This is an optimization exercise on Yosys and OpenROAD, whose aim is small area, not a production implementation. RTL that was checked went through simulation tests only; none was proved equivalent to the original. For runs 4 to 6, only the layout was checked, not whether the RTL still works. Power figures rest on the tool's default switching activity, not on a simulated workload.

==> design.v <==
module risc(clk, reset, mem_addr, mem_wdata, mem_rdata, mem_read, mem_write,
            rg0, rg1, rg2, rg3, rg4, rg5, rg6, rg7);
input clk, reset;
output [15:0] mem_addr, mem_wdata;
input  [15:0] mem_rdata;
output mem_read, mem_write;
output reg [15:0] rg0, rg1, rg2, rg3, rg4, rg5, rg6, rg7;
localparam P_RST = 3'd0, P_FET = 3'd1, P_DEC = 3'd2, P_E1 = 3'd3,
           P_E2  = 3'd4, P_E3  = 3'd5, P_E2L = 3'd6;
reg [2:0]  ph;
reg [2:0]  aq;
reg [15:0] ir;
reg [15:0] t;
reg        cf, zf;
wire fet = ph == P_FET;
wire dec = ph == P_DEC;
wire e1  = ph == P_E1;
wire e2  = ph == P_E2;
wire e3  = ph == P_E3;
wire e2l = ph == P_E2L;
wire [3:0] op = ir[15:12];
wire [2:0] ra = ir[11:9];
wire [2:0] rb = ir[8:6];
wire [2:0] rc = ir[5:3];
wire [1:0] cz = ir[1:0];
wire o_add  = op == 4'b0000;
wire o_adi  = op == 4'b0001;
wire o_nand = op == 4'b0010;
wire o_lhi  = op == 4'b0011;
wire o_lw   = op == 4'b0100;
wire o_sw   = op == 4'b0101;
wire o_lm   = op == 4'b0110;
wire o_sm   = op == 4'b0111;
wire o_lmsm = op[3:1] == 3'b011;
wire o_j    = op[3:1] == 3'b100;
wire o_jal  = op == 4'b1000;
wire o_jlr  = op == 4'b1001;
wire o_beq  = op == 4'b1100;
wire [15:0] sext6 = {{10{ir[5]}}, ir[5:0]};
wire [15:0] sext9 = {{7{ir[8]}}, ir[8:0]};
wire [7:0] msk = ir[7:0];
wire [8:0] mlow;
assign mlow[0] = 1'b0;
genvar m;
generate for (m = 0; m < 8; m = m + 1) begin : g_msk
  assign mlow[m+1] = mlow[m] | msk[m];
end endgenerate
wire       m_any = mlow[8];
reg  [2:0] m_idx;
always @(*) begin
  casez (msk)
    8'b???????1: m_idx = 3'd0;
    8'b??????10: m_idx = 3'd1;
    8'b?????100: m_idx = 3'd2;
    8'b????1000: m_idx = 3'd3;
    8'b???10000: m_idx = 3'd4;
    8'b??100000: m_idx = 3'd5;
    8'b?1000000: m_idx = 3'd6;
    default:     m_idx = 3'd7;
  endcase
end
wire cond_ok = (cz == 2'b00) | (cz == 2'b10 & cf) | (cz == 2'b01 & zf);
wire dec_go  = ((o_add | o_nand) & cond_ok) | o_adi | o_lhi | o_lw | o_sw |
               o_lmsm | o_j | o_beq;
wire beq_taken;
reg [2:0] nph;
always @(*) begin
  case (ph)
    P_RST: nph = P_FET;
    P_FET: nph = P_DEC;
    P_DEC: nph = dec_go ? P_E1 : P_FET;
    P_E1:  nph = o_lmsm ? (m_any ? P_E2 : P_E2L) :
                 (o_add | o_lw | o_sw | o_beq | o_j) ? P_E2 : P_FET;
    P_E2:  nph = o_lmsm ? (m_any ? P_E2 : P_E2L) :
                 beq_taken ? P_E3 : P_FET;
    default: nph = P_FET;
  endcase
end
wire [3:0] n_op = mem_rdata[15:12];
reg  [2:0] na;
always @(*) begin
  na = 3'd7;
  if (nph == P_FET)
    na = 3'd7;
  else if (fet)
    na = (n_op == 4'b1100) ? mem_rdata[11:9] : mem_rdata[8:6];
  else if (dec)
    na = (o_lhi | o_beq) ? rb : o_j ? 3'd7 : ra;
  else if (e1)
    na = o_lmsm ? m_idx : o_jlr ? rb : o_jal ? 3'd7 : ra;
  else if (e2)
    na = o_lmsm ? m_idx : 3'd7;
end
always @(posedge clk) aq <= na;
wire [2:0] aaddr = aq;
reg [15:0] pa;
always @(*) begin
  case (aaddr)
    3'd0: pa = rg0;
    3'd1: pa = rg1;
    3'd2: pa = rg2;
    3'd3: pa = rg3;
    3'd4: pa = rg4;
    3'd5: pa = rg5;
    3'd6: pa = rg6;
    default: pa = rg7;
  endcase
end
wire [3:0] nop = mem_rdata[15:12];
wire n_adi_lw_sw = nop == 4'b0001 || nop == 4'b0100 || nop == 4'b0101;
wire n_beq       = nop == 4'b1100;
reg a_t, b_t, b_imm, b_ff, cin, nand_op;
always @(posedge clk) begin
  a_t     <= (dec & (o_adi | o_lw | o_sw)) | (e1 & (o_add | o_lw | o_sw | o_beq)) |
             ((e1 | e2) & o_lmsm);
  b_t     <= dec & (((o_add | o_nand) & cond_ok) | o_beq);
  b_imm   <= (fet & n_adi_lw_sw) | (e1 & o_jal) | (e2 & beq_taken);
  b_ff    <= fet & n_beq;
  cin     <= (nph == P_FET) | (dec & o_beq) | ((e1 | e2) & o_lmsm & m_any);
  nand_op <= (fet & n_beq) | (dec & o_nand & cond_ok);
end
wire [15:0] a = a_t ? t : pa;
wire [15:0] b = ({16{b_t}} & t) | ({16{b_imm}} & sext6) | {16{b_ff}};
wire [16:0] c;
wire [15:0] sum;
assign c[0] = cin;
genvar i;
generate for (i = 0; i < 16; i = i + 1) begin : g_add
  assign sum[i]  = a[i] ^ b[i] ^ c[i];
  assign c[i+1]  = (a[i] & b[i]) | (c[i] & (a[i] ^ b[i]));
end endgenerate
wire [15:0] nandv = ~(pa & (t | {16{b_ff}}));
wire [15:0] y = nand_op ? nandv : sum;
wire z15  = ~|a[14:0];
wire a15  = a[15];
wire r2s  = b[15] ^ (e1 & o_beq);
wire fcar = (a15 == r2s) ? a15 : ~y[15];
assign beq_taken = o_beq & z15 & ~a15;
assign mem_addr  = a;
assign mem_wdata = pa;
assign mem_read  = fet | (e1 & (o_lhi | o_lw | o_lmsm)) | ((e2 | e2l) & o_lm);
assign mem_write = e2 & (o_sw | o_sm);
wire wen = fet | (e1 & (o_adi | o_lhi | o_lw | o_nand | o_j)) |
           (e2 & (o_add | o_lm | o_j)) | e3;
reg [2:0] waddr;
always @(*) begin
  waddr = 3'd7;
  if (e1)
    waddr = o_nand ? rc : ra;
  else if (e2)
    waddr = o_add ? rc : o_lm ? aq : 3'd7;
end
wire [15:0] wd = (e1 & o_lw) | (e2 & o_lm) ? mem_rdata :
                 (e1 & o_lhi) ? sext9 : y;
wire [15:0] wdg = wd & {16{reset}};
wire [7:0] we;
genvar k;
generate for (k = 0; k < 8; k = k + 1) begin : g_we
  assign we[k] = ~reset | (wen & waddr == k);
end endgenerate
always @(posedge clk) begin
  if (we[0]) rg0 <= wdg;
  if (we[1]) rg1 <= wdg;
  if (we[2]) rg2 <= wdg;
  if (we[3]) rg3 <= wdg;
  if (we[4]) rg4 <= wdg;
  if (we[5]) rg5 <= wdg;
  if (we[6]) rg6 <= wdg;
  if (we[7]) rg7 <= wdg;
end
always @(posedge clk) t <= y;
always @(posedge clk) begin
  if (fet)
    ir <= mem_rdata;
  else if ((e1 | e2) & o_lmsm)
    ir[7:0] <= msk & mlow[7:0];
end
always @(posedge clk) begin
  if (!reset) begin
    cf <= 1'b0;
    zf <= 1'b0;
  end else begin
    if (dec & o_add & cond_ok) begin
      cf <= a15;
      zf <= z15;
    end
    if (dec & o_lw) begin
      cf <= 1'b0;
      zf <= z15 & ~a15;
    end
    if (dec & o_adi) cf <= fcar;
    if (e1 & o_adi) zf <= z15 & ~a15;
    if (e1 & o_beq) cf <= fcar;
    if (e2 & o_beq) zf <= z15 & ~a15;
  end
end
always @(posedge clk) begin
  if (!reset)
    ph <= P_RST;
  else
    ph <= nph;
end
endmodule
==> flow/run.sh <==
#!/bin/bash
# The standard layout (standard.sh) with these changes to how the layout
# is made:
#  - synthesis: synth_recipe.tcl unchanged, except that ABC maps the logic with
#    an area script (flow/area.abc); see flow/area_synth.tcl;
#  - each port gets a buf_1 as its port buffer;
#  - CTS uses clkbuf_8 cells and no dummy loads.
# make's output goes to standard.log; ORFS's per-step logs stay under orfs/logs.
set -euo pipefail
WORK=$(pwd)
export AREA_ABC_SCRIPT=$WORK/flow/area.abc
export FLOW_SYNTH_TCL=$WORK/synth_recipe.tcl
export BUFFER_PORTS_ARGS="-buffer_cell sky130_fd_sc_hd__buf_1"
export CTS_ARGS="-sink_clustering_enable -repair_clock_nets -dont_use_dummy_load -buf_list sky130_fd_sc_hd__clkbuf_8"
sed "s|SYNTH_SCRIPT=[^ ]*|SYNTH_SCRIPT=$WORK/flow/area_synth.tcl|" standard.sh > my_standard.sh
grep -q "SYNTH_SCRIPT=$WORK/flow/area_synth.tcl" my_standard.sh
bash my_standard.sh > standard.log 2>&1
==> flow/area.abc <==
strash
dc2
dch -f
map -a
strash
dc2
dch -f
map -a
strash
dch -f
map -a
==> flow/area_synth.tcl <==
# The standard flow's synthesis script (synth_recipe.tcl, sourced unchanged) with one
# change: ABC's technology mapping uses flow/area.abc, an area-oriented
# script, in place of ORFS's script. Registers are mapped before ABC runs,
# so they are exactly the standard synthesis's.
proc abc {args} {
  set i [lsearch -exact $args -script]
  if { $i >= 0 } {
    lset args [expr { $i + 1 }] $::env(AREA_ABC_SCRIPT)
  }
  yosys abc {*}$args
}
source $::env(FLOW_SYNTH_TCL)
==> standard.sh <==
#!/bin/bash
# synth_recipe.tcl (not shown) runs the flow's synth.tcl, then flattens the netlist and writes it again
# the make line also repeats each setting of config.mk as NAME=value (left out here)
make -C /OpenROAD-flow-scripts/flow DESIGN_CONFIG=/design/flow/config.mk WORK_HOME=/design/flow/orfs CLKGATE_MAP_FILE= SYNTH_SCRIPT=/design/flow/synth_recipe.tcl "${@:-finish}"
==> config.mk <==
export PLATFORM = sky130hd
export DESIGN_NAME = risc
export DESIGN_NICKNAME = risc
export VERILOG_FILES = /design/flow/design.v
export SDC_FILE = /design/flow/constraint.sdc
export NUM_CORES = 4
export LEC_CHECK = 0
export CAP_MARGIN = 0
export CORE_MARGIN = 2
export CORE_UTILIZATION = 40
export SLEW_MARGIN = 0
==> constraint.sdc <==
create_clock -name core_clock -period 10.0 [get_ports {clk}]
set_input_delay 2.0000 -clock core_clock [delete_from_list [all_inputs] [get_ports {clk}]]
set_output_delay 2.0000 -clock core_clock [all_outputs]
set_load 0.01 [all_outputs]
==> impl_metrics.env, run 1 <==
export IMPL_cp_depth=29
export IMPL_portBuffers=179
export IMPL_cts_buffer_depth=2
export IMPL_synth_compound_area_share_pct=18.7
export IMPL_hold_start="cf$_SDFFE_PN0P_"
export IMPL_synthTopCellsByCount="edfxtp_1 (144), clkinv_1 (88), a21oi_1 (74), nor2_1 (68), o21ai_0 (68)"
export IMPL_drtAntennaViolNets=0
export IMPL_grt_ovfl_total=0
export IMPL_timing_max_cap_violations=0
export IMPL_setup_viol=0
export IMPL_fmax_mhz=111
export IMPL_pwr_share_seq_pct=51.8
export IMPL_drt_total_wl_mm=27.0
export IMPL_timing_final_ws_setup_ns=0.952
export IMPL_post_synth_top_area_fraction_pct=55.4
export IMPL_rsz0062_at_grt="no"
export IMPL_syn_avg_cell_area_um2=11.1
export IMPL_setup_tns_ns=0
export IMPL_antenna_cells=0
export IMPL_cp_slowest_cell="fa_1"
export IMPL_initial_core_util_pct=40.5
export IMPL_p_per_area_nw_per_um2=227
export IMPL_clkLatencyLatePin_ns=0.47
export IMPL_p_int_mw=1.31
export IMPL_grt_pass1_vias=6253
export IMPL_synth_area_leaders="edfxtp_1 (55%), dfxtp_1 (7.7%), a22oi_1 (5.5%)"
export IMPL_htreeDepth=4
export IMPL_swShare_pct=37.3
export IMPL_layout_nets=948
export IMPL_die_area_um2=20600
export IMPL_yosys_most_used_dff="edfxtp_1"
export IMPL_cts_hold_buf=0
export IMPL_grt_pass1_wl_mm=38.9
export IMPL_fin_worst_skew_ns=0.0329
export IMPL_ir_worst_vdd_uv=102
export IMPL_synthMuxAreaShare_pct=0
export IMPL_crit_start="aq[2]$_SDFF_PP1_"
export IMPL_yosys_area_share_simple_pct=9.63
export IMPL_criticalPathCategory="reg -> reg"
export IMPL_pre_cts_ws_ns=1.02
export IMPL_synth_top_family_by_area="compound AO/OA/AOI/OAI gates"
export IMPL_seqCellArea_um2=4920
export IMPL_drt_pass1_iter_count=5
export IMPL_startpoint_type="flip-flop"
export IMPL_syn_area_um2=7800
export IMPL_slew_violations=0
export IMPL_core_um2=19300
export IMPL_die_y_um=144
export IMPL_fin_crit_sh_pct=90.5
export IMPL_netlist_instances=700
export IMPL_required_ns=10.30
export IMPL_hold_violations=0
export IMPL_multiInputGateArea_um2=2590
export IMPL_power_switching_mw=0.779
export IMPL_clkPwrFrac_pct=17.7
export IMPL_globalplace_congestion=0.909
export IMPL_synth_cell_types=32
export IMPL_cts_clk_slew_worst_paths_ns=0.07
export IMPL_vias=6726
export IMPL_status="no timing/DRC/antenna violations"
export IMPL_cts_root_buf="clkbuf_8"
export IMPL_area_growth_pct=18.1
export IMPL_yosysWarnings=1
export IMPL_grt_max_degree=25
export IMPL_remaining_drc_errors=0
export IMPL_path_buf_inv=5
export IMPL_comb_power_share_pct=30.5
export IMPL_path_delay_family="adder cells"
export IMPL_reg2reg_from="aq[2]$_SDFF_PP1_"
export IMPL_drt_iter0_markers=715
export IMPL_cts_resized_gates=0
export IMPL_critPathMaxStageDelay_ns=0.50
export IMPL_grtUsageTotal_pct=26.3
export IMPL_cp_arrival_ns=9.35
export IMPL_hold_path_class="reg -> reg"
export IMPL_whs_path_depth=2
export IMPL_fin_crit_ns=9.05
export IMPL_worstMarginPinSlew_ns=1.32
export IMPL_ys_ff_latch=174
export IMPL_synth_fa_ha_area_share_pct=3.85
export IMPL_wire_per_inst_um=22.9
export IMPL_clock_sinks=174
export IMPL_synthesis_nets=733
export IMPL_fp_dieW_um=144
export IMPL_synthMostInstantiatedCell="edfxtp_1"
export IMPL_max_slew_margin_pct=12.1
export IMPL_yosysSeqAreaShare_pct=63.1
export IMPL_hpwl_mm=19.8
export IMPL_filler_cell_count=1847
export IMPL_antenna_found_initial=0
export IMPL_viasPerCell=5.71
export IMPL_cts_setup_buffers=0
export IMPL_reg2reg_depth=29
export IMPL_crit_top_cell="fa_1"
export IMPL_cts_tree="built"
export IMPL_synth_top_area_cell="edfxtp_1"
export IMPL_drive_gt1_share_pct=5.26
export IMPL_std_cell_rows=51
export IMPL_synth_async_reset_ratio_pct=0
export IMPL_synth_edf_count=144
export IMPL_worstPathMaxFanout=8
export IMPL_cp_end_kind="flip-flop"
export IMPL_ios=180
export IMPL_p_leak_nw=3.13
export IMPL_synthXorXnorAreaFrac_pct=0.337
export IMPL_cts_made_buffers=17
## worst min-delay path, stage by stage, from the launching register on
cell and delay [ns]:
dfxtp_1 0.32, a31oi_1 0.14, nor3_1 0.06
## path summary, 6_finish.rpt
path,endpoint,slack (ns)
max,rg3[15]$_DFFE_PP_,0.95
min,cf$_SDFFE_PN0P_,0.57
max reg2reg,rg3[15]$_DFFE_PP_,0.95
min reg2reg,cf$_SDFFE_PN0P_,0.57
## layout make-up
class	instances	area share (%)
Sequential cell	174	53.4
Multi-Input combinational cell	437	28.1
Timing Repair Buffer	197	8.76
Tap cell	265	3.60
Inverter	88	3.59
Clock buffer	17	2.54
## power groups by stage
stage                     clock network, mW  registers (mW)  logic (mW)
final                                 0.369            1.08       0.636
after global routing                  0.402            1.09       0.699
after CTS                             0.374            1.08       0.638
after detailed placement                  0            1.10       0.635
after global placement                    0            1.10       0.629
after floorplan                           0            1.12       0.304
## cells in the final DEF, fill, tap and decap left out, types with 2 or more instances in the layout
cell type / count
a221oi_1: 5
dfxtp_1: 30
nand2_1: 67
o31ai_1: 3
nor3_2: 4
a41oi_1: 2
a31oi_1: 6
clkbuf_8: 17
o311ai_0: 3
a211oi_1: 8
o21ai_0: 59
xnor2_1: 2
a21oi_1: 74
o21ai_2: 8
a22oi_1: 57
clkinv_1: 88
nor2_1: 68
o22ai_1: 4
buf_4: 18
nor3_1: 8
nand4_1: 13
nor4_1: 4
fa_1: 15
edfxtp_1: 144
buf_1: 179
a32oi_1: 3
nand3_1: 14
## routing by layer
metal | global-route usage, % | part of all wire, % | up-vias
li1 | - | - | 3031
met1 | 35.6 | 41 | 3274
met5 | 0 | 0 | -
met2 | 42.0 | 48 | 374
met4 | 9.18 | 2.2 | 0
met3 | 5.73 | 9.5 | 47
## stage by stage
step / power (mW) / cell area (µm²) / utilization [%] / hold slack (ns) / instances
floorplan: 1.42 / 7800 / - / 0.506 / 700
global placement: 1.73 / 8980 / 46.6 / 0.555 / 1161
detailed placement: 1.73 / 8980 / 46.6 / 0.544 / 1161
CTS: 2.09 / 9210 / 47.8 / 0.565 / 1178
global route: 2.20 / 9210 / 47.8 / 0.591 / 1178
finish: 2.09 / 9210 / 47.8 / 0.567 / 1178
## cells by family (layout without fill, tap and decap cells)
family	count (synthesis)	in the layout
simple gates	179	179
flops	174	174
compound gates	240	240
fa+ha+maj	15	15
xor+xnor	3	3
buf+inv	89	302
==> inputs of run 2 (changes only) <==
--- a/config.mk
+++ b/config.mk
@@ -7,5 +7,5 @@
 export LEC_CHECK = 0
-export CAP_MARGIN = 0
+export CAP_MARGIN = 20
 export CORE_MARGIN = 2
 export CORE_UTILIZATION = 40
-export SLEW_MARGIN = 0
+export SLEW_MARGIN = 20
==> run 2 against run 1 <==
  * First-iteration DRC count down 3.6%
  * Non-clock buffer count grew 1
  * Largest power group unchanged
  * Sequential power hardly changed
  * Critical endpoint unchanged
  * Area after synthesis unchanged
  * Clock skew barely moved
  * Final cell count hardly changed
==> impl_metrics.env, run 2 <==
export IMPL_status="no timing/DRC/antenna violations"
export IMPL_p_leak_nw=3.13
export IMPL_seqCellArea_um2=4920
export IMPL_ir_worst_vdd_uv=102
export IMPL_cp_end_kind="flip-flop"
export IMPL_grt_pass1_wl_mm=38.9
export IMPL_vias=6740
export IMPL_grtUsageTotal_pct=26.3
export IMPL_netlist_instances=700
export IMPL_fin_crit_ns=9.06
export IMPL_viasPerCell=5.72
export IMPL_fin_worst_skew_ns=0.0330
export IMPL_syn_area_um2=7800
export IMPL_holdWs_ns=0.567
export IMPL_critPathMaxStageDelay_ns=0.50
export IMPL_clkLatencyLatePin_ns=0.47
export IMPL_crit_top_cell="fa_1"
export IMPL_std_cell_rows=51
export IMPL_crit_start="aq[2]$_SDFF_PP1_"
export IMPL_cts_buffer_depth=2
export IMPL_synth_fa_ha_area_share_pct=3.85
export IMPL_fin_crit_sh_pct=90.6
export IMPL_whs_path_depth=2
export IMPL_finish_utilization_pct=47.9
export IMPL_synthesis_nets=733
export IMPL_layout_nets=949
export IMPL_synth_cell_types=32
export IMPL_cp_arrival_ns=9.37
export IMPL_yosys_area_share_simple_pct=9.63
export IMPL_synth_top_area_cell="edfxtp_1"
export IMPL_filler_cell_count=1843
export IMPL_yosys_most_used_dff="edfxtp_1"
export IMPL_synth_top_family_by_area="compound AO/OA/AOI/OAI gates"
export IMPL_drt_pass1_iter_count=6
export IMPL_reg2reg_depth=29
export IMPL_cts_hold_buf=0
export IMPL_p_per_area_nw_per_um2=226
export IMPL_clock_sinks=174
export IMPL_ys_ff_latch=174
export IMPL_worstPathMaxFanout=8
export IMPL_portBuffers=179
export IMPL_initial_core_util_pct=40.5
export IMPL_max_slew_margin_pct=23.4
export IMPL_startpoint_type="flip-flop"
export IMPL_reg2reg_from="aq[2]$_SDFF_PP1_"
export IMPL_required_ns=10.30
export IMPL_criticalPathCategory="reg -> reg"
export IMPL_area_growth_pct=18.5
export IMPL_globalplace_congestion=0.909
export IMPL_design_area_um2=9240
export IMPL_synthMuxAreaShare_pct=0
export IMPL_hold_violations=0
export IMPL_post_synth_top_area_fraction_pct=55.4
export IMPL_grt_pass1_vias=6253
export IMPL_rsz0062_at_grt="no"
export IMPL_hold_path_class="reg -> reg"
export IMPL_drt_iter0_markers=689
export IMPL_cts_resized_gates=0
export IMPL_rrSetupSlack_ns=0.94
export IMPL_pre_cts_ws_ns=1.02
export IMPL_drive_gt1_share_pct=5.47
export IMPL_timing_final_ws_setup_ns=0.936
export IMPL_fp_dieW_um=144
export IMPL_cts_clk_slew_worst_paths_ns=0.07
export IMPL_hold_start="cf$_SDFFE_PN0P_"
export IMPL_core_um2=19300
export IMPL_ios=180
export IMPL_synthMostInstantiatedCell="edfxtp_1"
export IMPL_cts_made_buffers=17
export IMPL_dp_cells=1161
export IMPL_worstMarginPinSlew_ns=1.15
export IMPL_cts_setup_buffers=0
export IMPL_drt_total_wl_mm=27.1
export IMPL_die_area_um2=20600
export IMPL_setup_viol=0
export IMPL_remaining_drc_errors=0
export IMPL_synthTopCellsByCount="edfxtp_1 (144), clkinv_1 (88), a21oi_1 (74), nor2_1 (68), o21ai_0 (68)"
export IMPL_wire_per_inst_um=23.0
export IMPL_grt_max_degree=25
export IMPL_placed_cell_area_um2=8980
export IMPL_timing_max_cap_violations=0
export IMPL_setup_tns_ns=0
export IMPL_multiInputGateArea_um2=2610
export IMPL_die_y_um=144
export IMPL_syn_avg_cell_area_um2=11.1
export IMPL_cts_tree="built"
export IMPL_final_common_cell="buf_1"
export IMPL_synth_compound_area_share_pct=18.7
export IMPL_synth_async_reset_ratio_pct=0
export IMPL_yosysSeqAreaShare_pct=63.1
export IMPL_antenna_cells=0
export IMPL_htreeDepth=4
export IMPL_cts_root_buf="clkbuf_8"
export IMPL_final_cell_mix="buf_1 (179), edfxtp_1 (144), clkinv_1 (88)"
export IMPL_power_total_mw=2.09
export IMPL_yosysWarnings=1
export IMPL_synth_edf_count=144
export IMPL_antenna_found_initial=0
export IMPL_slew_violations=0
export IMPL_drtAntennaViolNets=0
export IMPL_synth_area_leaders="edfxtp_1 (55%), dfxtp_1 (7.7%), a22oi_1 (5.5%)"
export IMPL_cp_slowest_cell="fa_1"
export IMPL_synthXorXnorAreaFrac_pct=0.337
export IMPL_finalNonFillerCells=1179
export IMPL_grt_ovfl_total=0
export IMPL_fmax_mhz=110
export IMPL_hpwl_mm=19.8
[run 2: cell counts after synthesis]
Identical to the previous run, type by type.
[run 2: metal layers]
metal,vias to the layer above,global-route usage [%],part of all wire (%)
met5,-,0,0
met1,3252,35.6,40
met4,0,9.18,2.7
li1,3029,-,-
met2,399,42.0,47
met3,60,5.73,9.7
[run 2: critical path, delay by kind of cell, from the launching register on]
family	cells	cell delay [ns]
AO/OA/AOI/OAI	5	0.97
AND/OR/NAND/NOR	3	0.41
adder cells (fa/ha/maj)	15	6.20
flip-flops	1	0.48
XOR/XNOR	1	0.13
buffers and inverters	5	0.71
[run 2: cell families after synthesis]
logic type | after synthesis
AOI/OAI and AO/OA | 240
xor gates and xnor gates | 3
adders and majority gates | 15
buffers and inverters | 89
DFF | 174
and+or+nand+nor | 179
[run 2: report_power, final]
group	switching, mW	internal [mW]
Clock	0.219	0.150
Combinational	0.463	0.175
Sequential	0.0967	0.985
[run 2: cell type report]
cell class,instances,share of cell area (%)
tap,265,3.59
inverter,88,3.58
clock buffer,17,2.53
timing repair buffer,198,8.79
sequential,174,53.3
multi-input combinational,437,28.2
[run 2: final timing paths]
kind	to
max	rg3[15]$_DFFE_PP_
min	cf$_SDFFE_PN0P_
max reg2reg	rg3[15]$_DFFE_PP_
min reg2reg	cf$_SDFFE_PN0P_
==> inputs of run 3 (changes only) <==
--- a/flow/run.sh
+++ b/flow/run.sh
@@ -13,3 +13,3 @@
 export BUFFER_PORTS_ARGS="-buffer_cell sky130_fd_sc_hd__buf_1"
-export CTS_ARGS="-sink_clustering_enable -repair_clock_nets -dont_use_dummy_load -buf_list sky130_fd_sc_hd__clkbuf_8"
+export CTS_ARGS="-sink_clustering_enable -repair_clock_nets -dont_use_dummy_load -buf_list {sky130_fd_sc_hd__clkbuf_4 sky130_fd_sc_hd__clkbuf_8}"
 sed "s|SYNTH_SCRIPT=[^ ]*|SYNTH_SCRIPT=$WORK/flow/area_synth.tcl|" standard.sh > my_standard.sh
--- a/config.mk
+++ b/config.mk
@@ -7,5 +7,5 @@
 export LEC_CHECK = 0
-export CAP_MARGIN = 20
+export CAP_MARGIN = 0
 export CORE_MARGIN = 2
 export CORE_UTILIZATION = 40
-export SLEW_MARGIN = 20
+export SLEW_MARGIN = 0
==> run 3 against run 2 <==
  * Global-route usage unchanged
  * Area after synthesis is the same
  * Non-clock buffer count fell by 1
  * Via count down 0.21%
  * Clock skew about the same
  * Still clean
  * Utilization shrank 0.13 points
==> impl_metrics.env, run 3 <==
export IMPL_antenna_found_initial=0
export IMPL_ios=180
export IMPL_initial_core_util_pct=40.5
export IMPL_status="no timing/DRC/antenna violations"
export IMPL_fin_crit_sh_pct=90.5
export IMPL_drt_iter0_markers=715
export IMPL_cts_hold_buf=0
export IMPL_synth_async_reset_ratio_pct=0
export IMPL_htreeDepth=4
export IMPL_syn_area_um2=7800
export IMPL_timing_max_cap_violations=0
export IMPL_power_total_mw=2.09
export IMPL_hpwl_mm=19.8
export IMPL_cp_end_kind="flip-flop"
export IMPL_viasPerCell=5.71
export IMPL_multiInputGateArea_um2=2590
export IMPL_netlist_instances=700
export IMPL_synth_edf_count=144
export IMPL_final_cell_mix="buf_1 (179), edfxtp_1 (144), clkinv_1 (88)"
export IMPL_ys_ff_latch=174
export IMPL_synthMuxAreaShare_pct=0
export IMPL_synthTopCellsByCount="edfxtp_1 (144), clkinv_1 (88), a21oi_1 (74), nor2_1 (68), o21ai_0 (68)"
export IMPL_synth_cell_types=32
export IMPL_drt_pass1_iter_count=5
export IMPL_vias=6726
export IMPL_portBuffers=179
export IMPL_synth_area_leaders="edfxtp_1 (55%), dfxtp_1 (7.7%), a22oi_1 (5.5%)"
export IMPL_yosys_most_used_dff="edfxtp_1"
export IMPL_die_area_um2=20600
export IMPL_drt_total_wl_mm=27.0
export IMPL_wl_met2_mm=12.9
export IMPL_yosys_area_share_simple_pct=9.63
export IMPL_wl_met3_mm=2.55
export IMPL_grt_ovfl_total=0
export IMPL_worstMarginPinSlew_ns=1.32
export IMPL_required_ns=10.30
export IMPL_synthMostInstantiatedCell="edfxtp_1"
export IMPL_synthXorXnorAreaFrac_pct=0.337
export IMPL_cts_root_buf="clkbuf_8"
export IMPL_slew_violations=0
export IMPL_cts_buffer_depth=2
export IMPL_cts_resized_gates=0
export IMPL_yosysWarnings=1
export IMPL_synth_top_area_cell="edfxtp_1"
export IMPL_drive_gt1_share_pct=5.26
export IMPL_antenna_cells=0
export IMPL_fin_worst_skew_ns=0.0329
export IMPL_synth_compound_area_share_pct=18.7
export IMPL_yosysSeqAreaShare_pct=63.1
export IMPL_wire_per_inst_um=22.9
export IMPL_die_y_um=144
export IMPL_post_synth_top_area_fraction_pct=55.4
export IMPL_seqCellArea_um2=4920
export IMPL_cts_setup_buffers=0
export IMPL_cp_slowest_cell="fa_1"
export IMPL_clock_sinks=174
export IMPL_cts_tree="built"
export IMPL_cts_clk_slew_worst_paths_ns=0.07
export IMPL_fmax_mhz=111
export IMPL_routed_top_layer="met4"
export IMPL_drtAntennaViolNets=0
export IMPL_finish_utilization_pct=47.8
export IMPL_clkLatencyLatePin_ns=0.47
export IMPL_worstPathMaxFanout=8
export IMPL_syn_avg_cell_area_um2=11.1
export IMPL_ir_worst_vdd_uv=102
export IMPL_crit_top_cell="fa_1"
export IMPL_final_common_cell="buf_1"
export IMPL_met1_length_mm=10.9
export IMPL_cp_arrival_ns=9.35
export IMPL_fin_crit_ns=9.05
export IMPL_p_leak_nw=3.13
export IMPL_synth_top_family_by_area="compound AO/OA/AOI/OAI gates"
export IMPL_layout_nets=948
export IMPL_core_um2=19300
export IMPL_synth_fa_ha_area_share_pct=3.85
export IMPL_synthesis_nets=733
export IMPL_hold_violations=0
export IMPL_criticalPathCategory="reg -> reg"
export IMPL_grt_max_degree=25
export IMPL_globalplace_congestion=0.909
export IMPL_setup_viol=0
export IMPL_fp_dieW_um=144
export IMPL_grt_pass1_vias=6253
export IMPL_setup_tns_ns=0
export IMPL_cts_made_buffers=17
export IMPL_area_growth_pct=18.1
export IMPL_filler_cell_count=1847
export IMPL_hold_path_class="reg -> reg"
export IMPL_startpoint_type="flip-flop"
export IMPL_grt_pass1_wl_mm=38.9
export IMPL_max_slew_margin_pct=12.1
export IMPL_grtUsageTotal_pct=26.3
export IMPL_std_cell_rows=51
export IMPL_rsz0062_at_grt="no"
export IMPL_critPathMaxStageDelay_ns=0.50
export IMPL_p_per_area_nw_per_um2=227
export IMPL_remaining_drc_errors=0
==> run 3: final timing paths <==
kind | start | endpoint | slack [ns] | cells after the start
worst min-delay path | cf$_SDFFE_PN0P_ | cf$_SDFFE_PN0P_ | 0.57 | 2
worst max-delay path | aq[2]$_SDFF_PP1_ | rg3[15]$_DFFE_PP_ | 0.95 | 29
worst max register to register | aq[2]$_SDFF_PP1_ | rg3[15]$_DFFE_PP_ | 0.95 | 29
worst min register to register | cf$_SDFFE_PN0P_ | cf$_SDFFE_PN0P_ | 0.57 | 2
==> run 3: logic make-up after synthesis <==
group	Yosys count
AO/OA/AOI/OAI	240
XOR/XNOR	3
adder cells (fa/ha/maj)	15
buffers and inverters	89
flip-flops	174
AND/OR/NAND/NOR	179
==> run 3: routing by layer <==
metal,vias up,track usage (%)
met5,-,0
met4,0,9.18
met3,47,5.73
met2,374,42.0
met1,3274,35.6
li1,3031,-
==> run 3: power by group <==
group / switching [mW] / total (mW) / internal (mW)
Clock: 0.219 / 0.369 / 0.150
Combinational: 0.462 / 0.636 / 0.174
Sequential: 0.0972 / 1.08 / 0.986
==> run 3: worst max-delay path, delay by kind of cell (launching register included) <==
family	cells	cell delay, ns
DFF	1	0.48
and+or+nand+nor	3	0.40
adders and majority gates	15	6.20
buffers and inverters	5	0.72
AOI/OAI and AO/OA	5	0.96
xor gates and xnor gates	1	0.13
==> run 3: layout make-up <==
| class | count | share of cell area, % |
|---|---|---|
| inverters | 88 | 3.59 |
| clock buffers | 17 | 2.54 |
| well taps | 265 | 3.60 |
| flip-flops and latches | 174 | 53.4 |
| multi-input cells | 437 | 28.1 |
| repair buffers | 197 | 8.76 |
==> run 3: through the flow <==
| stage | worst slack [ns] | std cells | hold slack (ns) | cell area, µm² |
|---|---|---|---|---|
| floorplan | 1.00 | 700 | 0.506 | 7800 |
| global placement | 1.11 | 1161 | 0.555 | 8980 |
| detailed placement | 1.02 | 1161 | 0.544 | 8980 |
| CTS | 0.959 | 1178 | 0.565 | 9210 |
| global route | 0.367 | 1178 | 0.591 | 9210 |
| finish | 0.952 | 1178 | 0.567 | 9210 |
==> inputs of run 4 (changes only) <==
--- a/design.v
+++ b/design.v
@@ -152,5 +152,6 @@
 end
-wire [15:0] wd = (e1 & o_lw) | (e2 & o_lm) ? mem_rdata :
-                 (e1 & o_lhi) ? sext9 : y;
-wire [15:0] wdg = wd & {16{reset}};
+wire wd_m = reset & ((e1 & o_lw) | (e2 & o_lm));
+wire wd_s = reset & e1 & o_lhi;
+wire wd_y = reset & ~((e1 & (o_lw | o_lhi)) | (e2 & o_lm));
+wire [15:0] wdg = ({16{wd_m}} & mem_rdata) | ({16{wd_s}} & sext9) | ({16{wd_y}} & y);
 wire [7:0] we;
@@ -177,20 +178,10 @@
 end
+wire add_go = dec & o_add & cond_ok;
+wire cf_en  = ~reset | add_go | (dec & (o_lw | o_adi)) | (e1 & o_beq);
+wire cf_d   = reset & (add_go ? a15 : ~(dec & o_lw) & fcar);
+wire zf_en  = ~reset | add_go | (dec & o_lw) | (e1 & o_adi) | (e2 & o_beq);
+wire zf_d   = reset & z15 & (~a15 | add_go);
 always @(posedge clk) begin
-  if (!reset) begin
-    cf <= 1'b0;
-    zf <= 1'b0;
-  end else begin
-    if (dec & o_add & cond_ok) begin
-      cf <= a15;
-      zf <= z15;
-    end
-    if (dec & o_lw) begin
-      cf <= 1'b0;
-      zf <= z15 & ~a15;
-    end
-    if (dec & o_adi) cf <= fcar;
-    if (e1 & o_adi) zf <= z15 & ~a15;
-    if (e1 & o_beq) cf <= fcar;
-    if (e2 & o_beq) zf <= z15 & ~a15;
-  end
+  if (cf_en) cf <= cf_d;
+  if (zf_en) zf <= zf_d;
 end
--- a/flow/run.sh
+++ b/flow/run.sh
@@ -13,3 +13,3 @@
 export BUFFER_PORTS_ARGS="-buffer_cell sky130_fd_sc_hd__buf_1"
-export CTS_ARGS="-sink_clustering_enable -repair_clock_nets -dont_use_dummy_load -buf_list {sky130_fd_sc_hd__clkbuf_4 sky130_fd_sc_hd__clkbuf_8}"
+export CTS_ARGS="-sink_clustering_enable -repair_clock_nets -dont_use_dummy_load -buf_list sky130_fd_sc_hd__clkbuf_8"
 sed "s|SYNTH_SCRIPT=[^ ]*|SYNTH_SCRIPT=$WORK/flow/area_synth.tcl|" standard.sh > my_standard.sh
==> run 4 against run 3 <==
  * Still clean on timing, DRC and antenna
  * First-iteration DRC count rose by 19%
  * Global-route usage decreased by 0.84 points
  * Non-clock buffer count shrank 4
  * Worst hold slack improved by 0.037 ns
==> impl_metrics.env, run 4 <==
export IMPL_clkLatencyLatePin_ns=0.46
export IMPL_synth_area_leaders="edfxtp_1 (56%), dfxtp_1 (7.2%), a22oi_1 (6.0%)"
export IMPL_cp_arrival_ns=9.26
export IMPL_worstPathMaxFanout=8
export IMPL_use_met3_pct=4.97
export IMPL_grtUsageTotal_pct=25.4
export IMPL_yosysSeqAreaShare_pct=63.7
export IMPL_cp_end_kind="flip-flop"
export IMPL_synth_top_area_cell="edfxtp_1"
export IMPL_setup_tns_ns=0
export IMPL_slew_violations=0
export IMPL_synth_async_reset_ratio_pct=0
export IMPL_filler_cell_count=1821
export IMPL_grt_max_degree=24
export IMPL_final_common_cell="buf_1"
export IMPL_synthMostInstantiatedCell="edfxtp_1"
export IMPL_reg2reg_depth=28
export IMPL_vias=6568
export IMPL_post_synth_top_area_fraction_pct=56.5
export IMPL_yosys_most_used_dff="edfxtp_1"
export IMPL_initial_core_util_pct=41.1
export IMPL_p_per_area_nw_per_um2=239
export IMPL_cts_root_buf="clkbuf_8"
export IMPL_area_growth_pct=17.8
export IMPL_p_leak_nw=3.13
export IMPL_hold_path_class="reg -> reg"
export IMPL_remaining_drc_errors=0
export IMPL_clock_sinks=174
export IMPL_syn_area_um2=7770
export IMPL_fin_crit_sh_pct=91.2
export IMPL_fin_worst_skew_ns=0.0300
export IMPL_grt_pass1_vias=6138
export IMPL_placed_cell_area_um2=8910
export IMPL_synthTopCellsByCount="edfxtp_1 (146), clkinv_1 (89), nand2_1 (68), nor2_1 (63), a22oi_1 (62)"
export IMPL_grt_pass1_wl_mm=37.9
export IMPL_die_y_um=143
export IMPL_drt_iter0_markers=848
export IMPL_timing_max_cap_violations=0
export IMPL_ios=180
export IMPL_grt_ovfl_total=0
export IMPL_antenna_cells=0
export IMPL_power_total_mw=2.19
export IMPL_cts_setup_buffers=0
export IMPL_hold_violations=0
export IMPL_criticalPathCategory="reg -> reg"
export IMPL_viasPerCell=5.71
export IMPL_cts_hold_buf=0
export IMPL_whs_path_depth=2
export IMPL_drtAntennaViolNets=0
export IMPL_cts_made_buffers=17
export IMPL_netlist_instances=682
export IMPL_use_met2_pct=39.6
export IMPL_fin_crit_ns=9.12
export IMPL_grtUsageMet1_pct=35.6
export IMPL_rsz0062_at_grt="no"
export IMPL_ys_ff_latch=174
export IMPL_synth_cell_types=34
export IMPL_worstMarginPinSlew_ns=1.25
export IMPL_required_ns=10.14
export IMPL_layout_nets=926
export IMPL_hpwl_mm=19.1
export IMPL_setup_viol=0
export IMPL_cts_clk_slew_worst_paths_ns=0.09
export IMPL_cts_tree="built"
export IMPL_timing_final_ws_setup_ns=0.878
export IMPL_synthesis_nets=715
export IMPL_yosysWarnings=1
export IMPL_die_area_um2=20500
export IMPL_wire_per_inst_um=22.6
export IMPL_holdWs_ns=0.604
export IMPL_cp_slowest_cell="fa_1"
export IMPL_pre_cts_ws_ns=0.912
export IMPL_synth_edf_count=146
export IMPL_fp_dieW_um=143
export IMPL_drt_pass1_iter_count=6
export IMPL_drt_total_wl_mm=26.0
export IMPL_core_um2=18900
export IMPL_crit_top_cell="fa_1"
export IMPL_ir_worst_vdd_uv=119
export IMPL_fmax_mhz=110
export IMPL_cts_resized_gates=0
export IMPL_startpoint_type="flip-flop"
export IMPL_portBuffers=179
export IMPL_cts_buffer_depth=2
export IMPL_drive_gt1_share_pct=5.72
export IMPL_antenna_found_initial=0
export IMPL_grt_busiest_layer="met2"
export IMPL_htreeDepth=4
export IMPL_std_cell_rows=50
export IMPL_design_area_um2=9150
export IMPL_globalplace_congestion=0.962
export IMPL_max_slew_margin_pct=16.6
export IMPL_status="no timing/DRC/antenna violations"
export IMPL_critPathMaxStageDelay_ns=0.49
export IMPL_syn_avg_cell_area_um2=11.4
export IMPL_final_cell_mix="buf_1 (179), edfxtp_1 (146), clkinv_1 (89)"
run 4: changes by cell type after synthesis, moves of 5 or more:
cell / change
a21oi_1: -15
o21ai_0: -11
a22oi_1: +5
a211oi_1: -7
o211ai_1: +5
nor2_1: -5
run 4: cell families (layout without fill, tap and decap cells):
| kind of cell | count (synthesis) | after routing | share of synthesized area, % |
|---|---|---|---|
| AO/OA/AOI/OAI | 223 | 223 | 18.1 |
| AND/OR/NAND/NOR | 177 | 177 | 9.67 |
| buffers and inverters | 90 | 299 | 4.40 |
| adder cells (fa/ha/maj) | 15 | 15 | 3.87 |
| flip-flops | 174 | 174 | 63.7 |
| XOR/XNOR | 3 | 3 | 0.338 |
run 4: worst paths after layout:
path / to / slack, ns / from
worst max-delay path: rg7[15]$_DFFE_PP_ / 0.88 / aq[2]$_SDFF_PP1_
worst min-delay path: ph[0]$_SDFF_PN0_ / 0.60 / ph[1]$_SDFF_PN0_
worst min register to register: ph[0]$_SDFF_PN0_ / 0.60 / ph[1]$_SDFF_PN0_
worst max register to register: rg7[15]$_DFFE_PP_ / 0.88 / aq[2]$_SDFF_PP1_
run 4: worst max-delay path: cells and delay by family (launching register included):
| kind | cells | cell delay (ns) |
|---|---|---|
| and+or+nand+nor | 4 | 0.50 |
| AOI/OAI and AO/OA | 4 | 0.97 |
| buffers and inverters | 4 | 0.49 |
| DFF | 1 | 0.48 |
| adders and majority gates | 15 | 6.23 |
| xor gates and xnor gates | 1 | 0.14 |
run 4: where the power goes:
part	switching (mW)	total, mW	internal [mW]
logic	0.517	0.709	0.193
clock network	0.214	0.364	0.150
registers	0.104	1.12	1.01
run 4: area by class of cell:
class	count	area, µm²	share of cell area, %
multi-input combinational	418	2530	27.7
tap	260	325	3.56
clock buffer	17	234	2.56
inverter	89	334	3.65
timing repair buffer	193	777	8.50
sequential	174	4940	54.1
run 4: through the flow:
| stage | std cells | util (%) |
|---|---|---|
| after detailed placement | 1134 | 47.2 |
| after global placement | 1134 | 47.2 |
| after CTS | 1151 | 48.4 |
| final | 1151 | 48.4 |
| after floorplan | 682 | - |
| after global routing | 1151 | 48.4 |
run 4: metal layers:
| layer | part of all wire (%) | up-vias |
|---|---|---|
| met3 | 9.0 | 42 |
| li1 | - | 2962 |
| met2 | 46 | 400 |
| met5 | 0 | - |
| met4 | 3.0 | 0 |
| met1 | 42 | 3164 |
==> inputs of run 5 (changes only) <==
--- a/design.v
+++ b/design.v
@@ -111,3 +111,3 @@
 wire n_beq       = nop == 4'b1100;
-reg a_t, b_t, b_imm, b_ff, cin, nand_op;
+reg a_t, b_t, b_imm, cin, nand_op;
 always @(posedge clk) begin
@@ -117,3 +117,2 @@
   b_imm   <= (fet & n_adi_lw_sw) | (e1 & o_jal) | (e2 & beq_taken);
-  b_ff    <= fet & n_beq;
   cin     <= (nph == P_FET) | (dec & o_beq) | ((e1 | e2) & o_lmsm & m_any);
@@ -122,3 +121,3 @@
 wire [15:0] a = a_t ? t : pa;
-wire [15:0] b = ({16{b_t}} & t) | ({16{b_imm}} & sext6) | {16{b_ff}};
+wire [15:0] b = ({16{b_t}} & t) | ({16{b_imm}} & sext6);
 wire [16:0] c;
@@ -131,3 +130,3 @@
 end endgenerate
-wire [15:0] nandv = ~(pa & (t | {16{b_ff}}));
+wire [15:0] nandv = ~(pa & (t | {16{~b_t}}));
 wire [15:0] y = nand_op ? nandv : sum;
--- a/flow/run.sh
+++ b/flow/run.sh
@@ -4,3 +4,4 @@
 #  - synthesis: synth_recipe.tcl unchanged, except that ABC maps the logic with
-#    an area script (flow/area.abc); see flow/area_synth.tcl;
+#    the smallest result of the area scripts flow/area*.abc; see
+#    flow/area_synth.tcl;
 #  - each port gets a buf_1 as its port buffer;
@@ -10,3 +11,3 @@
 WORK=$(pwd)
-export AREA_ABC_SCRIPT=$WORK/flow/area.abc
+export AREA_ABC_DIR=$WORK/flow
 export FLOW_SYNTH_TCL=$WORK/synth_recipe.tcl
==> flow/area1.abc (new file) <==
strash
dc2
dch -f
map -a
strash
dc2
dch -f
map -a
strash
dch -f
map -a
==> flow/area2.abc (new file) <==
strash
dc2
dch -f
map -a
strash
dc2
dch -f
map -a
strash
dch -f
amap
==> flow/area3.abc (new file) <==
strash
dc2
resub -K 8
refactor
dc2
dch -f
map -a
strash
dc2
dch -f
map -a
strash
dch -f
map -a
==> flow/area4.abc (new file) <==
strash
ifraig
scorr
dc2
dch -f
map -a
==> flow/area_synth.tcl (replaced) <==
# The standard flow's synthesis script (synth_recipe.tcl, sourced unchanged) with one
# change: ABC's technology mapping runs each area-oriented script in
# flow/area*.abc in place of ORFS's script and keeps the smallest result.
# Registers are mapped before ABC runs, so they are exactly the standard
# synthesis's; only the combinational mapping differs.
proc abc {args} {
  set i [lsearch -exact $args -script]
  set l [lsearch -exact $args -liberty]
  set lib [lindex $args [expr { $l + 1 }]]
  yosys design -save my_pre_abc
  set best_area ""
  set best_script ""
  foreach script [lsort [glob $::env(AREA_ABC_DIR)/area*.abc]] {
    yosys design -load my_pre_abc
    lset args [expr { $i + 1 }] $script
    yosys abc {*}$args
    set report [tee -q -s result.string stat -liberty $lib]
    if { ![regexp {Chip area for module '[^']*': ([0-9.]+)} $report -> area] } {
      error "no area in stat report"
    }
    puts "area script [file tail $script]: $area"
    if { $best_area eq "" || $area < $best_area } {
      set best_area $area
      set best_script $script
      yosys design -save my_best_abc
    }
  }
  puts "area script chosen: [file tail $best_script] ($best_area)"
  yosys design -load my_best_abc
}
source $::env(FLOW_SYNTH_TCL)
removed: flow/area.abc
==> run 5 against run 4 <==
  * Area after synthesis shrank 1.5%
  * Synthesized cell count is 8.8% lower
  * Fmax is 0.63% higher
  * Total power is 7.4% lower
  * Clock skew fell by 0.0046 ns
  * First-iteration DRC count decreased by 22%
  * Sequential share of layout area is 0.12 points higher
  * Utilization up 0.18 points
  * Sequential power is 5% lower
  * Sequential cell count shrank 1
  * Setup slack gained 0.057 ns
  * Final cell count fell by 6.6%
==> impl_metrics.env, run 5 <==
export IMPL_syn_area_um2=7650
export IMPL_pre_cts_ws_ns=0.973
export IMPL_rsz0062_at_grt="no"
export IMPL_grtUsageTotal_pct=25.7
export IMPL_whs_path_depth=3
export IMPL_synth_edf_count=146
export IMPL_ir_worst_vdd_uv=86.7
export IMPL_placed_cell_area_um2=8850
export IMPL_clock_sinks=173
export IMPL_synth_cell_types=43
export IMPL_cts_clk_slew_worst_paths_ns=0.08
export IMPL_synth_top_area_cell="edfxtp_1"
export IMPL_wire_per_inst_um=24.2
export IMPL_critPathMaxStageDelay_ns=0.66
export IMPL_cp_slowest_cell="o21ai_0"
export IMPL_cts_tree="built"
export IMPL_grt_pass1_wl_mm=37.8
export IMPL_rrSetupSlack_ns=0.93
export IMPL_cts_setup_buffers=0
export IMPL_p_per_area_nw_per_um2=223
export IMPL_cts_hold_buf=0
export IMPL_synth_area_leaders="edfxtp_1 (57%), dfxtp_1 (7.1%), fa_1 (3.9%)"
export IMPL_syn_avg_cell_area_um2=12.3
export IMPL_viasPerCell=5.96
export IMPL_filler_cell_count=1736
export IMPL_cts_root_buf="clkbuf_8"
export IMPL_grt_pass1_vias=6235
export IMPL_core_um2=18700
export IMPL_drt_total_wl_mm=26.0
export IMPL_reg2reg_depth=24
export IMPL_remaining_drc_errors=0
export IMPL_fmax_mhz=110
export IMPL_setup_viol=0
export IMPL_hold_violations=0
export IMPL_yosys_most_used_dff="edfxtp_1"
export IMPL_worstMarginPinSlew_ns=1.06
export IMPL_netlist_instances=622
export IMPL_hpwl_mm=18.5
export IMPL_hold_path_class="reg -> reg"
export IMPL_timing_final_ws_setup_ns=0.935
export IMPL_vias=6407
export IMPL_ios=180
export IMPL_worstReg2RegEnd="rg0[14]$_DFFE_PP_"
export IMPL_drt_iter0_markers=658
export IMPL_synthesis_nets=655
export IMPL_fin_crit_ns=9.07
export IMPL_antenna_found_initial=0
export IMPL_required_ns=10.14
export IMPL_fin_crit_sh_pct=90.7
export IMPL_startpoint_type="flip-flop"
export IMPL_ys_ff_latch=173
export IMPL_status="no timing/DRC/antenna violations"
export IMPL_cp_arrival_ns=9.20
export IMPL_crit_top_cell="fa_1"
export IMPL_die_area_um2=20200
export IMPL_fin_worst_skew_ns=0.0254
export IMPL_fp_dieW_um=142
export IMPL_portBuffers=179
export IMPL_worstPathMaxFanout=11
export IMPL_die_y_um=142
export IMPL_initial_core_util_pct=40.9
export IMPL_std_cell_rows=50
export IMPL_path_cells="nor3_2 > a222oi_1 > nand3_1 > clkinv_1 > o22ai_1 > fa_1 > fa_1 > fa_1 > fa_1 > fa_1 > fa_1 > fa_1 > fa_1 > fa_1 > fa_1 > fa_1 > fa_1 > fa_1 > clkinv_1 > fa_1 > clkinv_1 > fa_1 > o32ai_1 > o21ai_0"
export IMPL_crit_start="aq[2]$_SDFF_PP1_"
export IMPL_clkLatencyLatePin_ns=0.46
export IMPL_drt_pass1_iter_count=5
export IMPL_slew_violations=0
export IMPL_grt_ovfl_total=0
export IMPL_yosysWarnings=1
export IMPL_synthMostInstantiatedCell="edfxtp_1"
export IMPL_cp_end_kind="flip-flop"
export IMPL_final_common_cell="buf_1"
export IMPL_grt_max_degree=30
export IMPL_drtAntennaViolNets=0
export IMPL_criticalPathCategory="reg -> reg"
export IMPL_design_area_um2=9090
export IMPL_max_slew_margin_pct=28.7
export IMPL_cts_resized_gates=0
export IMPL_setup_tns_ns=0
export IMPL_area_growth_pct=18.8
export IMPL_cts_made_buffers=17
export IMPL_htreeDepth=4
export IMPL_layout_nets=876
export IMPL_cts_buffer_depth=2
export IMPL_yosysSeqAreaShare_pct=64.4
export IMPL_final_cell_mix="buf_1 (179), edfxtp_1 (146), clkinv_1 (79)"
export IMPL_synthTopCellsByCount="edfxtp_1 (146), clkinv_1 (79), nor2_1 (68), o21ai_0 (42), nand2_1 (41)"
export IMPL_reg2reg_from="aq[2]$_SDFF_PP1_"
export IMPL_post_synth_top_area_fraction_pct=57.3
export IMPL_globalplace_congestion=0.940
export IMPL_synth_async_reset_ratio_pct=0
export IMPL_drive_gt1_share_pct=6.66
export IMPL_antenna_cells=0
export IMPL_p_leak_nw=3.07
export IMPL_timing_max_cap_violations=0
export IMPL_worstSetupEndpoint="rg0[14]$_DFFE_PP_"
## run 5: cell types whose count changed after synthesis, sizes merged, moves of 6 or more
cell | previous run | this run
nand2 | 68 | 41
a22oi | 62 | 20
o22ai | 8 | 26
a21oi | 59 | 16
a221o | 0 | 10
o211ai | 6 | 0
o21ai | 57 | 42
clkinv | 89 | 79
a222oi | 0 | 18
nand4 | 13 | 5
o32a | 0 | 11
## run 5: logic make-up (layout without fill, tap and decap cells)
| family | Yosys count | in the layout | synth area share, % |
|---|---|---|---|
| XOR/XNOR | 1 | 1 | 0.115 |
| adder cells (fa/ha/maj) | 15 | 15 | 3.93 |
| flip-flops | 173 | 173 | 64.4 |
| AND/OR/NAND/NOR | 156 | 156 | 8.77 |
| buffers and inverters | 80 | 299 | 3.97 |
| AO/OA/AOI/OAI | 197 | 197 | 18.8 |
## run 5: worst min-delay path by stage
stage | from | slack, ns | end
floorplan | b_t$_DFF_P_ | 0.53 | t[15]$_DFF_P_
finish | t[14]$_DFF_P_ | 0.58 | t[14]$_DFF_P_
global placement | t[12]$_DFF_P_ | 0.56 | t[12]$_DFF_P_
CTS | t[14]$_DFF_P_ | 0.58 | t[14]$_DFF_P_
global route | t[0]$_DFF_P_ | 0.65 | t[0]$_DFF_P_
detailed placement | t[14]$_DFF_P_ | 0.56 | t[14]$_DFF_P_
## run 5: critical path, delay by kind of cell, from the launching register on
family	cells	cell delay, ns
adder cells (fa/ha/maj)	15	6.29
AO/OA/AOI/OAI	4	1.28
flip-flops	1	0.59
AND/OR/NAND/NOR	2	0.35
buffers and inverters	3	0.24
## run 5: layout make-up
type	instances	area, µm²	area share (%)
Inverter	79	297	3.26
Tap cell	234	293	3.22
Clock buffer	17	234	2.57
Timing Repair Buffer	203	852	9.38
Sequential cell	173	4920	54.2
Multi-Input combinational cell	369	2490	27.4
## run 5: metal layers
metal	vias up	GRT usage, %	share of wire (%)
li1	2865	-	-
met1	3130	34.1	41
met2	371	41.1	47
met3	41	6.16	9.3
met4	0	10.2	2.8
met5	-	0	0
## run 5: report_power, final
group          total, mW  switching, mW  leakage [nW]  internal [mW]
clock network      0.366          0.216         0.122          0.150
logic              0.597          0.409          1.23          0.188
registers           1.06         0.0889          1.71          0.975
total               2.03          0.714          3.07           1.31
## run 5: through the flow
| stage | util (%) | total power [mW] | cells | hold slack, ns |
|---|---|---|---|---|
| floorplan | - | 1.40 | 622 | 0.528 |
| global placement | 47.3 | 1.67 | 1058 | 0.564 |
| detailed placement | 47.3 | 1.67 | 1058 | 0.561 |
| CTS | 48.6 | 2.03 | 1075 | 0.577 |
| global route | 48.6 | 2.13 | 1075 | 0.650 |
| finish | 48.6 | 2.03 | 1075 | 0.580 |
==> inputs of run 6 (changes only) <==
==> flow/area1.abc (replaced) <==
strash
dc2
dch -f
map -a
strash
dc2
dch -f
map -a
strash
dch -f
amap
==> flow/area2.abc (replaced) <==
strash
dch -f
amap
==> flow/area3.abc (replaced) <==
strash
dc2
dc2
dch -f
map -a
strash
dch -f
amap
==> flow/area4.abc (replaced) <==
strash
balance
dc2
dch -f
map -a
strash
balance
dc2
dch -f
amap
==> flow/area5.abc (new file) <==
strash
rewrite
refactor
balance
dch -f
map -a
strash
dch -f
amap
==> flow/area6.abc (new file) <==
strash
dc2
dch -f
amap
strash
dc2
dch -f
amap
==> run 6 against run 5 <==
  * Critical endpoint is now rg0[15]$_DFFE_PP_
  * Clock skew is 0.011 ns higher
  * Largest cell class unchanged
  * Critical path type unchanged
  * Setup slack improved by 0.040 ns
  * Die area shrank 0.30%
  * Sequential power barely moved
  * Critical path depth rose by 3
  * Still clean on timing, DRC and antenna
==> impl_metrics.env, run 6 <==
export IMPL_hold_path_class="reg -> reg"
export IMPL_path_buf_inv=3
export IMPL_synthMostInstantiatedCell="edfxtp_1"
export IMPL_std_cell_rows=50
export IMPL_cts_setup_buffers=0
export IMPL_cp_end_kind="flip-flop"
export IMPL_cp_slowest_cell="fa_1"
export IMPL_final_cell_mix="buf_1 (179), edfxtp_1 (146), clkinv_1 (68)"
export IMPL_setup_tns_ns=0
export IMPL_synthXorXnorAreaFrac_pct=0
export IMPL_clock_sinks=173
export IMPL_whs_path_depth=2
export IMPL_synthMuxAreaShare_pct=0
export IMPL_cts_hold_buf=0
export IMPL_drive_gt1_share_pct=6.44
export IMPL_fp_dieW_um=142
export IMPL_startpoint_type="flip-flop"
export IMPL_syn_avg_cell_area_um2=12.5
export IMPL_timing_max_cap_violations=0
export IMPL_drt_pass1_iter_count=8
export IMPL_hold_violations=0
export IMPL_placed_cell_area_um2=8800
export IMPL_design_area_um2=9040
export IMPL_wire_per_inst_um=24.2
export IMPL_syn_area_um2=7630
export IMPL_final_common_cell="buf_1"
export IMPL_synth_async_reset_ratio_pct=0
export IMPL_reg2reg_from="aq[1]$_SDFF_PP1_"
export IMPL_fin_crit_sh_pct=90.3
export IMPL_synth_edf_count=146
export IMPL_required_ns=10.16
export IMPL_synth_fa_ha_area_share_pct=3.94
export IMPL_htreeDepth=4
export IMPL_cts_resized_gates=0
export IMPL_core_um2=18700
export IMPL_setup_viol=0
export IMPL_drt_iter0_markers=886
export IMPL_p_leak_nw=3.02
export IMPL_synthesis_nets=641
export IMPL_cts_buffer_depth=2
export IMPL_rrSetupSlack_ns=0.97
export IMPL_dp_cells=1040
export IMPL_antenna_found_initial=0
export IMPL_critPathMaxStageDelay_ns=0.51
export IMPL_reg2reg_depth=27
export IMPL_slew_violations=0
export IMPL_drtAntennaViolNets=0
export IMPL_synth_top_family_by_area="compound AO/OA/AOI/OAI gates"
export IMPL_cts_made_buffers=17
export IMPL_path_delay_family="adder cells"
export IMPL_hold_start="t[1]$_DFF_P_"
export IMPL_layout_nets=858
export IMPL_synth_top_area_cell="edfxtp_1"
export IMPL_hpwl_mm=18.8
export IMPL_initial_core_util_pct=40.8
export IMPL_synth_compound_area_share_pct=19.2
export IMPL_crit_top_cell="fa_1"
export IMPL_post_synth_top_area_fraction_pct=57.5
export IMPL_criticalPathCategory="reg -> reg"
export IMPL_grt_ovfl_total=0
export IMPL_ys_ff_latch=173
export IMPL_cp_arrival_ns=9.19
export IMPL_synthTopCellsByCount="edfxtp_1 (146), clkinv_1 (68), nor2_1 (62), a22oi_1 (40), o21ai_0 (35)"
export IMPL_yosysSeqAreaShare_pct=64.6
export IMPL_grtUsageTotal_pct=25.1
export IMPL_min_to="t[1]$_DFF_P_"
export IMPL_p_per_area_nw_per_um2=222
export IMPL_area_growth_pct=18.5
export IMPL_grt_max_degree=31
export IMPL_remaining_drc_errors=0
export IMPL_cts_clk_slew_worst_paths_ns=0.07
export IMPL_cts_tree="built"
export IMPL_vias=6464
export IMPL_rsz0062_at_grt="no"
export IMPL_max_slew_margin_pct=35.8
export IMPL_viasPerCell=6.12
export IMPL_worstReg2RegEnd="rg0[15]$_DFFE_PP_"
export IMPL_synth_cell_types=39
export IMPL_grt_pass1_vias=6149
export IMPL_fin_worst_skew_ns=0.0364
export IMPL_status="no timing/DRC/antenna violations"
export IMPL_netlist_instances=608
export IMPL_yosys_most_used_dff="edfxtp_1"
export IMPL_crit_start="aq[1]$_SDFF_PP1_"
export IMPL_worstMarginPinSlew_ns=0.953
export IMPL_portBuffers=179
export IMPL_synth_area_leaders="edfxtp_1 (57%), dfxtp_1 (7.1%), a22oi_1 (3.9%)"
export IMPL_yosys_area_share_simple_pct=8.81
export IMPL_fmax_mhz=111
export IMPL_globalplace_congestion=0.979
export IMPL_die_area_um2=20200
export IMPL_power_total_mw=2.01
export IMPL_finalNonFillerCells=1057
export IMPL_clkLatencyLatePin_ns=0.47
export IMPL_antenna_cells=0
export IMPL_ios=180
export IMPL_die_y_um=142
export IMPL_fin_crit_ns=9.03
export IMPL_grt_pass1_wl_mm=37.3
export IMPL_drt_total_wl_mm=25.6
export IMPL_worstPathMaxFanout=8
export IMPL_ir_worst_vdd_uv=86.5
export IMPL_yosysWarnings=1
export IMPL_cts_root_buf="clkbuf_8"
==> run 6: changes by cell type after synthesis, moves of 5 or more <==
cell / previous run / this run
a21oi_1: 16 / 27
a22o_1: 8 / 0
a22oi_1: 20 / 40
a31oi_1: 8 / 3
clkinv_1: 79 / 68
nand2_1: 41 / 23
nand3_1: 10 / 20
nor2_1: 68 / 62
o21ai_0: 42 / 35
==> run 6: worst max path at each step <==
| stage | cells after the start | slack [ns] | endpoint |
|---|---|---|---|
| detailed placement | 27 | 1.0 | rg1[15]$_DFFE_PP_ |
| finish | 27 | 0.97 | rg0[15]$_DFFE_PP_ |
| floorplan | 27 | 1.39 | rg0[15]$_DFFE_PP_ |
| global placement | 27 | 1.15 | rg7[15]$_DFFE_PP_ |
| CTS | 27 | 0.98 | rg0[15]$_DFFE_PP_ |
| global route | 27 | 0.57 | rg0[15]$_DFFE_PP_ |
==> run 6: kinds of logic (layout without fill, tap and decap cells) <==
group / Yosys count / after routing
fa+ha+maj: 15 / 15
buf+inv: 69 / 284
flops: 173 / 173
simple gates: 149 / 149
compound gates: 202 / 202
==> run 6: final cells by class <==
class | instances | area [µm²]
Sequential cell | 173 | 4920
Fill cell | 1686 | 9670
Inverter | 68 | 255
Tap cell | 234 | 293
Clock buffer | 17 | 234
Timing Repair Buffer | 199 | 822
Multi-Input combinational cell | 366 | 2510
==> run 6: worst reg2reg max path, cell delays in order (launching register included) <==
cell and delay, ns:
dfxtp_1 0.39, clkinv_1 0.17, nor3_2 0.07, a222oi_1 0.36
nand3_1 0.12, a21oi_1 0.24, o22ai_1 0.19, fa_1 0.51
fa_1 0.43, fa_1 0.42, fa_1 0.44, fa_1 0.43
fa_1 0.44, fa_1 0.44, fa_1 0.43, fa_1 0.43
fa_1 0.43, fa_1 0.43, fa_1 0.43, fa_1 0.42
clkinv_1 0.07, fa_1 0.16, clkinv_1 0.08, fa_1 0.41
nor2_1 0.11, a21oi_1 0.05, o22a_1 0.20, a221o_1 0.44
==> run 6: where the power goes <==
part / leakage [nW] / internal [mW] / switching [mW]
combinational: 1.18 / 0.182 / 0.401
sequential: 1.71 / 0.968 / 0.0865
clock: 0.122 / 0.150 / 0.219
total: 3.02 / 1.30 / 0.706
==> run 6: metal layers <==
metal  up-vias  part of all wire [%]  global-route usage, %
met5         -                     0                      0
met4         0                   3.9                   11.8
met3        66                   8.7                   4.68
met2       379                    47                   40.5
met1      3187                    40                   32.8
li1       2832                     -                      -
==> run 6: stage by stage <==
stage               setup WS [ns]  utilization (%)  hold slack, ns
floorplan                    1.39                -           0.574
global placement             1.15             47.1           0.584
detailed placement          0.996             47.1           0.604
CTS                         0.981             48.3           0.622
global route                0.565             48.3           0.660
finish                      0.975             48.3           0.628
==> inputs of run 7 (changes only) <==
--- a/design.v
+++ b/design.v
@@ -111,3 +111,3 @@
 wire n_beq       = nop == 4'b1100;
-reg a_t, b_t, b_imm, cin, nand_op;
+reg a_t, b_t, b_imm, cin;
 always @(posedge clk) begin
@@ -118,3 +118,2 @@
   cin     <= (nph == P_FET) | (dec & o_beq) | ((e1 | e2) & o_lmsm & m_any);
-  nand_op <= (fet & n_beq) | (dec & o_nand & cond_ok);
 end
@@ -131,2 +130,3 @@
 wire [15:0] nandv = ~(pa & (t | {16{~b_t}}));
+wire nand_op = (dec & o_beq) | (e1 & o_nand);
 wire [15:0] y = nand_op ? nandv : sum;
--- a/config.mk
+++ b/config.mk
@@ -10,2 +10,3 @@
 export CORE_UTILIZATION = 40
+export GPL_TIMING_DRIVEN = 0
 export SLEW_MARGIN = 0
==> run 7 against run 6 <==
  * Non-clock buffer count increased by 4
  * Area after synthesis shrank 0.82%
  * Clock-buffer cell count is the same
  * Still clean on timing, DRC and antenna
  * Routed wire length grew 4.6%
  * Critical path depth is 6 higher
==> impl_metrics.env, run 7 <==
export IMPL_timing_final_ws_setup_ns=0.526
export IMPL_rsz0062_at_grt="no"
export IMPL_setup_viol=0
export IMPL_synthesis_nets=637
export IMPL_p_per_area_nw_per_um2=219
export IMPL_grt_max_degree=31
export IMPL_std_cell_rows=50
export IMPL_portBuffers=179
export IMPL_final_cell_mix="buf_1 (179), edfxtp_1 (146), clkinv_1 (72)"
export IMPL_max_slew_margin_pct=7.36
export IMPL_grt_pass1_wl_mm=38.8
export IMPL_reg2reg_depth=33
export IMPL_p_leak_nw=3.10
export IMPL_area_growth_pct=21.5
export IMPL_rrSetupSlack_ns=0.53
export IMPL_status="no timing/DRC/antenna violations"
export IMPL_power_total_mw=2.01
export IMPL_timing_max_cap_violations=0
export IMPL_fp_dieW_um=142
export IMPL_hold_start="t[14]$_DFF_P_"
export IMPL_ys_ff_latch=172
export IMPL_pre_cts_ws_ns=-0.0573
export IMPL_clkLatencyLatePin_ns=0.46
export IMPL_holdWs_ns=0.597
export IMPL_synthTopCellsByCount="edfxtp_1 (146), clkinv_1 (73), nor2_1 (73), nand2_1 (40), o21ai_0 (36)"
export IMPL_antenna_cells=0
export IMPL_post_synth_top_area_fraction_pct=58.0
export IMPL_cp_slowest_cell="fa_1"
export IMPL_cts_hold_buf=0
export IMPL_hpwl_mm=19.6
export IMPL_cts_root_buf="clkbuf_8"
export IMPL_grt_ovfl_total=0
export IMPL_syn_area_um2=7560
export IMPL_yosys_most_used_dff="edfxtp_1"
export IMPL_ios=180
export IMPL_ir_worst_vdd_uv=94.6
export IMPL_crit_top_cell="fa_1"
export IMPL_critPathMaxStageDelay_ns=0.50
export IMPL_htreeDepth=4
export IMPL_globalplace_congestion=0.906
export IMPL_layout_nets=858
export IMPL_finalNonFillerCells=1057
export IMPL_dp_cells=1037
export IMPL_drt_iter0_markers=832
export IMPL_reg2reg_from="aq[2]$_SDFF_PP1_"
export IMPL_antenna_found_initial=0
export IMPL_cp_arrival_ns=9.74
export IMPL_netlist_instances=604
export IMPL_cts_made_buffers=17
run 7: cell count changes after synthesis, moves of 5 or more:
cell | previous run | this run
a22oi_1 | 40 | 8
nand2_1 | 23 | 40
a221oi_1 | 3 | 12
a21oi_1 | 27 | 18
nand3_1 | 20 | 13
a22o_1 | 0 | 10
clkinv_1 | 68 | 73
or2_0 | 6 | 0
nor2_1 | 62 | 73
run 7: logic make-up after synthesis:
kind of cell               synth area share, %
DFF                                       64.8
and+or+nand+nor                           8.85
buffers and inverters                     3.72
adders and majority gates                 3.97
AOI/OAI and AO/OA                         18.6
run 7: what timing repair did:
item                                    4_1_cts  5_1_grt
buffers inserted                              0        3
cloned                                        0        0
endpoints found under the setup margin        8       17
gates resized for setup                       1        9
run 7: per-stage QoR:
| step | area [µm²] | setup TNS [ns] |
|---|---|---|
| finish | 9190 | 0 |
| global placement | 8530 | 0 |
| CTS | 9130 | 0 |
| global route | 9190 | 0 |
| detailed placement | 8900 | -0.457 |
| floorplan | 7560 | 0 |
run 7: layout make-up:
cell class	count	area [µm²]	share of cell area, %
Buffer	1	7.51	0.0817
Clock buffer	17	234	2.55
Inverter	73	278	3.02
Multi-Input combinational cell	358	2470	26.9
Sequential cell	172	4910	53.4
Tap cell	234	293	3.19
Timing Repair Buffer	202	998	10.9
run 7: power by group:
group	total (mW)	internal [mW]	switching, mW
registers	1.05	0.961	0.0872
logic	0.591	0.190	0.401
clock network	0.370	0.151	0.220
run 7: how the worst max path moves through the flow:
stage	depth (start not counted)	endpoint	from
3_3_place_gp	27	rg1[15]$_DFFE_PP_	aq[2]$_SDFF_PP1_
6_report	33	cf$_DFFE_PP_	aq[2]$_SDFF_PP1_
2_1_floorplan	27	rg0[15]$_DFFE_PP_	aq[2]$_SDFF_PP1_
3_5_place_dp	29	rg5[15]$_DFFE_PP_	aq[2]$_SDFF_PP1_
4_1_cts	28	rg3[14]$_DFFE_PP_	aq[2]$_SDFF_PP1_
5_1_grt	33	cf$_DFFE_PP_	aq[2]$_SDFF_PP1_
run 7: critical path: cells and delay by family (launching register included):
kind / cells / cell delay [ns]
DFF: 1 / 0.40
buffers and inverters: 5 / 0.63
adders and majority gates: 15 / 6.33
and+or+nand+nor: 4 / 0.39
AOI/OAI and AO/OA: 9 / 1.53
run 7: routing by layer:
layer  track usage, %  up-vias  routed length [µm]
li1                 -     2824                   -
met1             35.0     3293               10800
met2             40.7      457               12300
met3             8.34       72                2770
met4             10.0        0                 896
met5                0        -                   0

Check on run 7: ideal ports give 0.526 ns setup slack; a clkbuf_16 on the clock port and buf_2 on the inputs give 0.526 ns; moving port delays by the midpoint clock arrival (0.480 ns) as well gives 0.526 ns.
